This design comes from an exercise in tuning for small area, a short achievable clock period and few clock cycles per item on the open sky130 flow, not from production work. RTL that was checked went through simulation tests only; none was proved equivalent to the original. The clock port is modelled as an ideal driver, which makes a skipped or thinned clock tree look cheaper than it is; a real chip needs a root buffer or a tree.

==> flow/design.v <==
module AEC(clk, rst, ascii_in, ready, valid, result);
input clk;
input rst;
input ready;
input [7:0] ascii_in;
output valid;
output [6:0] result;
localparam [3:0] OP_NOP  = 4'b0000;     
localparam [3:0] OP_EQ   = 4'b0010;
localparam [3:0] OP_LP   = 4'b0001;     
localparam [3:0] OP_LPT  = 4'b0011;     
localparam [3:0] OP_RP   = 4'b0100;
localparam [3:0] OP_MUL  = 4'b0110;
localparam [3:0] OP_ADD  = 4'b1000;
localparam [3:0] OP_SUB  = 4'b1001;
reg       c_dig;
reg [3:0] c_v;
wire is_eq  = ~c_dig & (c_v == OP_EQ);
wire is_lp  = ~c_dig & ~c_v[3] & c_v[0];
wire is_lpt = ~c_dig & ~c_v[3] & c_v[1] & c_v[0];
wire is_rp  = ~c_dig & (c_v == OP_RP);
wire is_as  = ~c_dig & c_v[3];
wire is_sub = ~c_dig & c_v[3] & c_v[0];
wire is_open = ~c_dig & ~c_v[3] & ~c_v[2] & (c_v[0] | ~c_v[1]);   
wire a_grp = ~ascii_in[6] & ~ascii_in[4];           
wire a_num = ~ascii_in[6] &  ascii_in[4] & ~(ascii_in[3] & ascii_in[2]);
wire a_eq  = ~ascii_in[6] &  ascii_in[4] &   ascii_in[3] & ascii_in[2];
wire a_dig = ascii_in[6] | a_num;
wire [3:0] a_val = ascii_in[6] ? ascii_in[3:0] + 4'd9 : ascii_in[3:0];
reg  [3:0] a_op;
always @* begin
    case (ascii_in[2:0])
        3'b000:  a_op = is_open ? OP_LPT : OP_LP;
        3'b001:  a_op = OP_RP;
        3'b010:  a_op = OP_MUL;
        3'b011:  a_op = OP_ADD;
        default: a_op = OP_SUB;
    endcase
    if (!a_grp)
        a_op = a_eq ? OP_EQ : OP_NOP;
end
always @(posedge clk) begin
    if (rst || is_eq) begin
        c_dig <= 1'b0;
        c_v   <= OP_NOP;
    end else begin
        c_dig <= a_dig;
        c_v   <= a_dig ? a_val : a_op;
    end
end
reg [6:0] S, M;
reg [6:0] R;                     
reg [6:0] mark;                  
reg [1:0] sp;                    
reg [6:0] DS0, DS1, DS2;         
reg [6:0] DK1, DK2;
reg [6:0] K;
wire [6:0] ctxK = (sp == 2'd1) ? 7'd1 : (sp == 2'd2) ? DK1 : DK2;
wire [6:0] ctxS = (sp == 2'd1) ? DS0 : (sp == 2'd2) ? DS1 : DS2;
wire [6:0] pp0 = c_v[0] ? M : 7'd0;
wire [6:0] pp1 = c_v[1] ? {M[5:0], 1'b0} : 7'd0;
wire [6:0] pp2 = c_v[2] ? {M[4:0], 2'b0} : 7'd0;
wire [6:0] pp3 = c_v[3] ? {M[3:0], 3'b0} : 7'd0;
wire [6:0] prod = (pp0 + pp1) + (pp2 + pp3);
wire push = is_lp & ~is_lpt;
wire pop  = is_rp & ~mark[0];
wire [6:0] Kpm = is_sub ? -K : K;
reg  [6:0] X, Y;
always @* begin
    X = 7'd0;
    Y = R;
    if (is_as) begin
        X = R;
        Y = Kpm;
    end else if (is_lp) begin
        Y = M;
    end else if (pop) begin
        X = ctxS;
    end
end
wire [6:0] Rn = c_dig ? ((S + pp0) + (pp1 + pp2 + pp3)) : X + Y;
always @(posedge clk) begin
    if (rst || is_eq) begin
        S <= 7'd0;
        M <= 7'd1;
        K <= 7'd1;
        R <= 7'd1;
        sp <= 2'd0;
    end else begin
        if (c_dig | is_as | push | is_rp)
            R <= Rn;
        if (c_dig)
            M <= prod;
        if (is_as) begin
            S <= R;
            M <= Kpm;
        end
        if (push) begin
            S <= 7'd0;
            K <= M;
            sp <= sp + 2'd1;
        end
        if (is_rp) begin
            S <= pop ? ctxS : 7'd0;
            M <= R;
        end
        if (pop) begin
            sp <= sp - 2'd1;
            K <= ctxK;
        end
    end
end
always @(posedge clk) begin
    if (is_lp)
        mark <= {mark[5:0], is_lpt};
    else if (is_rp)
        mark <= {1'b0, mark[6:1]};
end
always @(posedge clk) begin
    if (push) begin
        if (sp == 2'd0) DS0 <= S;
        if (sp == 2'd1) begin DS1 <= S; DK1 <= K; end
        if (sp == 2'd2) begin DS2 <= S; DK2 <= K; end
    end
end
assign valid = is_eq;
assign result = R;
endmodule
==> flow/config.mk <==
export PLATFORM = sky130hd
export DESIGN_NAME = AEC
export DESIGN_NICKNAME = AEC
export VERILOG_FILES = /design/flow/design.v
export SDC_FILE = /design/flow/constraint.sdc
export NUM_CORES = 4
export LEC_CHECK = 0
export CAP_MARGIN = 20
export CORE_MARGIN = 2
export CORE_UTILIZATION = 40
export SLEW_MARGIN = 20
==> flow/constraint.sdc <==
create_clock -name core_clock -period 10.0 [get_ports {clk}]
set_input_delay 2.0000 -clock core_clock [delete_from_list [all_inputs] [get_ports {clk}]]
set_output_delay 2.0000 -clock core_clock [all_outputs]
set_load 0.01 [all_outputs]
standard.sh (not shown) runs the stock make flow with config.mk's settings and CLKGATE_MAP_FILE= SYNTH_SCRIPT=/design/flow/synth_recipe.tcl, a recipe that flattens the netlist after the stock synthesis.
==> flow/flow/run.sh <==
#!/bin/bash
# Standard ORFS layout with a tighter setup target for repair_timing and
# ports buffered with buf_4 cells. Clock period and SDC are unchanged.
set -euo pipefail
MARGIN=${MARGIN:-7}
bash standard.sh SETUP_SLACK_MARGIN=$MARGIN \
  "BUFFER_PORTS_ARGS=-buffer_cell sky130_fd_sc_hd__buf_4" finish > std_flow.log 2>&1
Then changed:
--- a/flow/design.v
+++ b/flow/design.v
@@ -36,76 +36,60 @@
         3'b011:  a_op = OP_ADD;
         default: a_op = OP_SUB;
     endcase
     if (!a_grp)
         a_op = a_eq ? OP_EQ : OP_NOP;
 end
+reg       out_v;
+reg [6:0] out_r;
 always @(posedge clk) begin
-    if (rst || is_eq) begin
+    if (rst || is_eq || out_v) begin
         c_dig <= 1'b0;
         c_v   <= OP_NOP;
     end else begin
         c_dig <= a_dig;
         c_v   <= a_dig ? a_val : a_op;
     end
 end
 reg [6:0] S, M;
-reg [6:0] R;                     
 reg [6:0] mark;                  
 reg [1:0] sp;                    
 reg [6:0] DS0, DS1, DS2;         
 reg [6:0] DK1, DK2;
 reg [6:0] K;
 wire [6:0] ctxK = (sp == 2'd1) ? 7'd1 : (sp == 2'd2) ? DK1 : DK2;
 wire [6:0] ctxS = (sp == 2'd1) ? DS0 : (sp == 2'd2) ? DS1 : DS2;
+wire [6:0] sum  = S + M;
 wire [6:0] pp0 = c_v[0] ? M : 7'd0;
 wire [6:0] pp1 = c_v[1] ? {M[5:0], 1'b0} : 7'd0;
 wire [6:0] pp2 = c_v[2] ? {M[4:0], 2'b0} : 7'd0;
 wire [6:0] pp3 = c_v[3] ? {M[3:0], 3'b0} : 7'd0;
 wire [6:0] prod = (pp0 + pp1) + (pp2 + pp3);
 wire push = is_lp & ~is_lpt;
 wire pop  = is_rp & ~mark[0];
-wire [6:0] Kpm = is_sub ? -K : K;
-reg  [6:0] X, Y;
-always @* begin
-    X = 7'd0;
-    Y = R;
-    if (is_as) begin
-        X = R;
-        Y = Kpm;
-    end else if (is_lp) begin
-        Y = M;
-    end else if (pop) begin
-        X = ctxS;
-    end
-end
-wire [6:0] Rn = c_dig ? ((S + pp0) + (pp1 + pp2 + pp3)) : X + Y;
 always @(posedge clk) begin
     if (rst || is_eq) begin
         S <= 7'd0;
         M <= 7'd1;
         K <= 7'd1;
-        R <= 7'd1;
         sp <= 2'd0;
     end else begin
-        if (c_dig | is_as | push | is_rp)
-            R <= Rn;
         if (c_dig)
             M <= prod;
         if (is_as) begin
-            S <= R;
-            M <= Kpm;
+            S <= sum;
+            M <= is_sub ? -K : K;
         end
         if (push) begin
             S <= 7'd0;
             K <= M;
             sp <= sp + 2'd1;
         end
         if (is_rp) begin
             S <= pop ? ctxS : 7'd0;
-            M <= R;
+            M <= sum;
         end
         if (pop) begin
             sp <= sp - 2'd1;
             K <= ctxK;
         end
     end
@@ -120,9 +104,13 @@
     if (push) begin
         if (sp == 2'd0) DS0 <= S;
         if (sp == 2'd1) begin DS1 <= S; DK1 <= K; end
         if (sp == 2'd2) begin DS2 <= S; DK2 <= K; end
     end
 end
-assign valid = is_eq;
-assign result = R;
+always @(posedge clk) begin
+    out_v <= is_eq & ~rst;
+    out_r <= sum;
+end
+assign valid = out_v;
+assign result = out_r;
 endmodule
Global-route usage goes down by 1.1 points.
Non-clock buffer count drops by 15.
Die area shrinks by 15%.
Design area goes down by 19%.
Final cell count shrinks by 20%.
Testbench counts after the change, summed over its fixed seeds: cycles 45,688, items 4,000.
No functional check of the RTL was part of the first run of this note.

Setup of v6:
Another version of the RTL of AEC (not shown whole).
For scale: ~77 flip-flops, roughly 19 I/O pins, about 4100 sq um of cells after synthesis.
==> module AEC, before the edit <==
module AEC(clk, rst, ascii_in, ready, valid, result);
input clk;
input rst;
input ready;
input [7:0] ascii_in;
output valid;
output [6:0] result;
localparam [3:0] OP_NOP  = 4'b0000;     
localparam [3:0] OP_EQ   = 4'b0010;
localparam [3:0] OP_LP   = 4'b0001;     
localparam [3:0] OP_LPT  = 4'b0011;     
localparam [3:0] OP_RP   = 4'b0100;
localparam [3:0] OP_MUL  = 4'b0110;
localparam [3:0] OP_ADD  = 4'b1000;
localparam [3:0] OP_SUB  = 4'b1001;
reg       c_dig;
reg [3:0] c_v;
wire is_eq  = ~c_dig & (c_v == OP_EQ);
wire is_lp  = ~c_dig & ~c_v[3] & c_v[0];
wire is_lpt = ~c_dig & ~c_v[3] & c_v[1] & c_v[0];
wire is_rp  = ~c_dig & (c_v == OP_RP);
wire is_as  = ~c_dig & c_v[3];
wire is_sub = ~c_dig & c_v[3] & c_v[0];
wire is_open = ~c_dig & ~c_v[3] & ~c_v[2] & (c_v[0] | ~c_v[1]);   
wire a_grp = ~ascii_in[6] & ~ascii_in[4];           
wire a_num = ~ascii_in[6] &  ascii_in[4] & ~(ascii_in[3] & ascii_in[2]);
wire a_eq  = ~ascii_in[6] &  ascii_in[4] &   ascii_in[3] & ascii_in[2];
wire a_dig = ascii_in[6] | a_num;
wire [3:0] a_val = ascii_in[6] ? ascii_in[3:0] + 4'd9 : ascii_in[3:0];
reg  [3:0] a_op;
always @* begin
    case (ascii_in[2:0])
        3'b000:  a_op = is_open ? OP_LPT : OP_LP;
        3'b001:  a_op = OP_RP;
        3'b010:  a_op = OP_MUL;
        3'b011:  a_op = OP_ADD;
        default: a_op = OP_SUB;
    endcase
    if (!a_grp)
        a_op = a_eq ? OP_EQ : OP_NOP;
end
reg       out_v;
wire      clr = ~c_dig & (c_v == OP_NOP);
always @(posedge clk) begin
    if (rst || is_eq) begin
        c_dig <= 1'b0;
        c_v   <= OP_NOP;
        out_v <= 1'b0;
    end else begin
        c_dig <= a_dig;
        c_v   <= a_dig ? a_val : a_op;
        out_v <= a_eq;
    end
end
reg [6:0] S, M;
reg [6:0] R;                     
reg [5:0] mark;                  
reg [1:0] sp;                    
reg [6:0] DS0, DS1, DS2;         
reg [6:0] DK1, DK2;
reg [6:0] K;
wire [6:0] ctxK = (sp == 2'd1) ? 7'd1 : (sp == 2'd2) ? DK1 : DK2;
wire [6:0] ctxS = (sp == 2'd1) ? DS0 : (sp == 2'd2) ? DS1 : DS2;
wire [6:0] pp0 = c_v[0] ? M : 7'd0;
wire [6:0] pp1 = c_v[1] ? {M[5:0], 1'b0} : 7'd0;
wire [6:0] pp2 = c_v[2] ? {M[4:0], 2'b0} : 7'd0;
wire [6:0] pp3 = c_v[3] ? {M[3:0], 3'b0} : 7'd0;
wire [6:0] prod = add7(add7(pp0, pp1), add7(pp2, pp3));
wire push = is_lp & ~is_lpt;
wire pop  = is_rp & ~mark[0];
wire [6:0] Kpm = is_sub ? -K : K;
reg  [6:0] S_n, M_n, K_n;
reg  [1:0] sp_n;
always @* begin
    S_n = S;
    M_n = M;
    K_n = K;
    sp_n = sp;
    if (clr) begin
        S_n = 7'd0;
        M_n = 7'd1;
        K_n = 7'd1;
        sp_n = 2'd0;
    end else begin
        if (c_dig)
            M_n = prod;
        if (is_as) begin
            S_n = R;
            M_n = Kpm;
        end
        if (push) begin
            S_n = 7'd0;
            K_n = M;
            sp_n = sp + 2'd1;
        end
        if (is_rp) begin
            S_n = pop ? ctxS : 7'd0;
            M_n = R;
        end
        if (pop) begin
            sp_n = sp - 2'd1;
            K_n = ctxK;
        end
    end
end
always @(posedge clk) begin
    S <= S_n;
    M <= M_n;
    K <= K_n;
    sp <= sp_n;
    R <= add7(S_n, M_n);
end
always @(posedge clk) begin
    if (is_lp)
        mark <= {mark[4:0], is_lpt};
    else if (is_rp)
        mark <= {1'b1, mark[5:1]};
end
always @(posedge clk) begin
    if (push) begin
        if (sp == 2'd0) DS0 <= S;
        if (sp == 2'd1) begin DS1 <= S; DK1 <= K; end
        if (sp == 2'd2) begin DS2 <= S; DK2 <= K; end
    end
end
assign valid = out_v;
assign result = R;
function [6:0] add7;
    input [6:0] x, y;
    integer i;
    reg c;
    begin
        c = 1'b0;
        for (i = 0; i < 7; i = i + 1) begin
            add7[i] = x[i] ^ y[i] ^ c;
            c = (x[i] & y[i]) | (c & (x[i] ^ y[i]));
        end
    end
endfunction
endmodule
export LEC_CHECK = 0
export CAP_MARGIN = 20
export CORE_MARGIN = 2
export CORE_UTILIZATION = 40
export SLEW_MARGIN = 20
create_clock -name core_clock -period 10.0 [get_ports {clk}]
==> flow/flow/run.sh <==
#!/bin/bash
# Standard ORFS layout, with:
#  - synthesis leaving adders to ABC (area script) instead of mapping them
#    onto the library's full/half-adder cells; same registers,
#  - ports buffered with buf_4 cells,
#  - a tighter setup target for repair_timing,
#  - the clock distributed by flow/cts_hook.tcl (one level of equal
#    buffers) instead of TritonCTS's two-level tree.
# Clock period and SDC are unchanged.
set -euo pipefail
bash standard.sh SETUP_SLACK_MARGIN=${MARGIN:-7.3} ADDER_MAP_FILE= ABC_AREA=1 \
  PRE_CTS_TCL=$PWD/flow/cts_hook.tcl \
  "BUFFER_PORTS_ARGS=-buffer_cell sky130_fd_sc_hd__buf_4" finish > std_flow.log 2>&1
Other scripts of this flow, unchanged in this note and not shown: flow/flow/cts_hook.tcl
Here is what was changed in the inputs of v7 compared with v6.
--- a/flow/design.v
+++ b/flow/design.v
@@ -41,5 +41,5 @@
 end
 reg       out_v;
-wire      clr = ~c_dig & (c_v == OP_NOP);
+reg       clr;
 always @(posedge clk) begin
     if (rst || is_eq) begin
@@ -55,5 +55,5 @@
 reg [6:0] S, M;
 reg [6:0] R;                     
-reg [5:0] mark;                  
+reg [6:0] mark;                  
 reg [1:0] sp;                    
 reg [6:0] DS0, DS1, DS2;         
@@ -66,5 +66,5 @@
 wire [6:0] pp2 = c_v[2] ? {M[4:0], 2'b0} : 7'd0;
 wire [6:0] pp3 = c_v[3] ? {M[3:0], 3'b0} : 7'd0;
-wire [6:0] prod = add7(add7(pp0, pp1), add7(pp2, pp3));
+wire [6:0] prod = (pp0 + pp1) + (pp2 + pp3);
 wire push = is_lp & ~is_lpt;
 wire pop  = is_rp & ~mark[0];
@@ -109,11 +109,11 @@
     K <= K_n;
     sp <= sp_n;
-    R <= add7(S_n, M_n);
+    R <= S_n + M_n;
 end
 always @(posedge clk) begin
     if (is_lp)
-        mark <= {mark[4:0], is_lpt};
+        mark <= {mark[5:0], is_lpt};
     else if (is_rp)
-        mark <= {1'b1, mark[5:1]};
+        mark <= {1'b0, mark[6:1]};
 end
 always @(posedge clk) begin
@@ -124,17 +124,7 @@
     end
 end
+always @(posedge clk)
+    clr <= is_eq | rst;
 assign valid = out_v;
 assign result = R;
-function [6:0] add7;
-    input [6:0] x, y;
-    integer i;
-    reg c;
-    begin
-        c = 1'b0;
-        for (i = 0; i < 7; i = i + 1) begin
-            add7[i] = x[i] ^ y[i] ^ c;
-            c = (x[i] & y[i]) | (c & (x[i] ^ y[i]));
-        end
-    end
-endfunction
 endmodule
Results
- Worst hold slack for v7 is lower than for v6.
- In the flow results for v6 and v7, the slew at the pin closest to its max-slew limit is smaller on v6.
- Compared with v6, placement density in the core of v7 is lower.
- v7 vs. v6: fmax went down, sequential share of layout area went down, die outline area went up.
No run of this note included a check of the RTL's function; only the layout flow was run. In every run of this note, the design's own scripts or RTL, not TritonCTS, make the clock network.

==> what the ideal ports hide <==
The flow's constraints put no driver on any port. The routed layouts listed below were extracted and timed again, unchanged, in two steps.
Step 1 (the two cells are an assumption about what drives the block):
set clk [get_ports {clk}]
set_driving_cell -lib_cell sky130_fd_sc_hd__clkbuf_16 $clk
set_driving_cell -lib_cell sky130_fd_sc_hd__buf_2 [delete_from_list [all_inputs] $clk]
Step 2 also shifts input and output timing later by t, the mid clock arrival at the registers, as if the neighbouring blocks saw the same clock.
Slacks: ideal ports / drivers / drivers and shift; pairs: ideal ports / drivers.
| run | shift t [ns] | setup slack, ns | slew at the worst register clock pin (ns) |
|---|---|---|---|
| the first run of note 1 | 0.374 | 6.570 / 6.570 / 6.570 | 0.06 / 0.06 |
| the second run of note 1 | 0.381 | 6.927 / 6.927 / 6.779 | 0.09 / 0.09 |
| v6 | 0.218 | 7.340 / 7.280 / 7.207 | 0.10 / 0.10 |
| v7 | 0.218 | 7.329 / 7.269 / 7.238 | 0.10 / 0.10 |
After both steps every run listed still meets setup and hold. The setup slack of the second run of note 1, which loses most, moves by 0.000 ns with the drivers and by -0.148 ns with both steps.
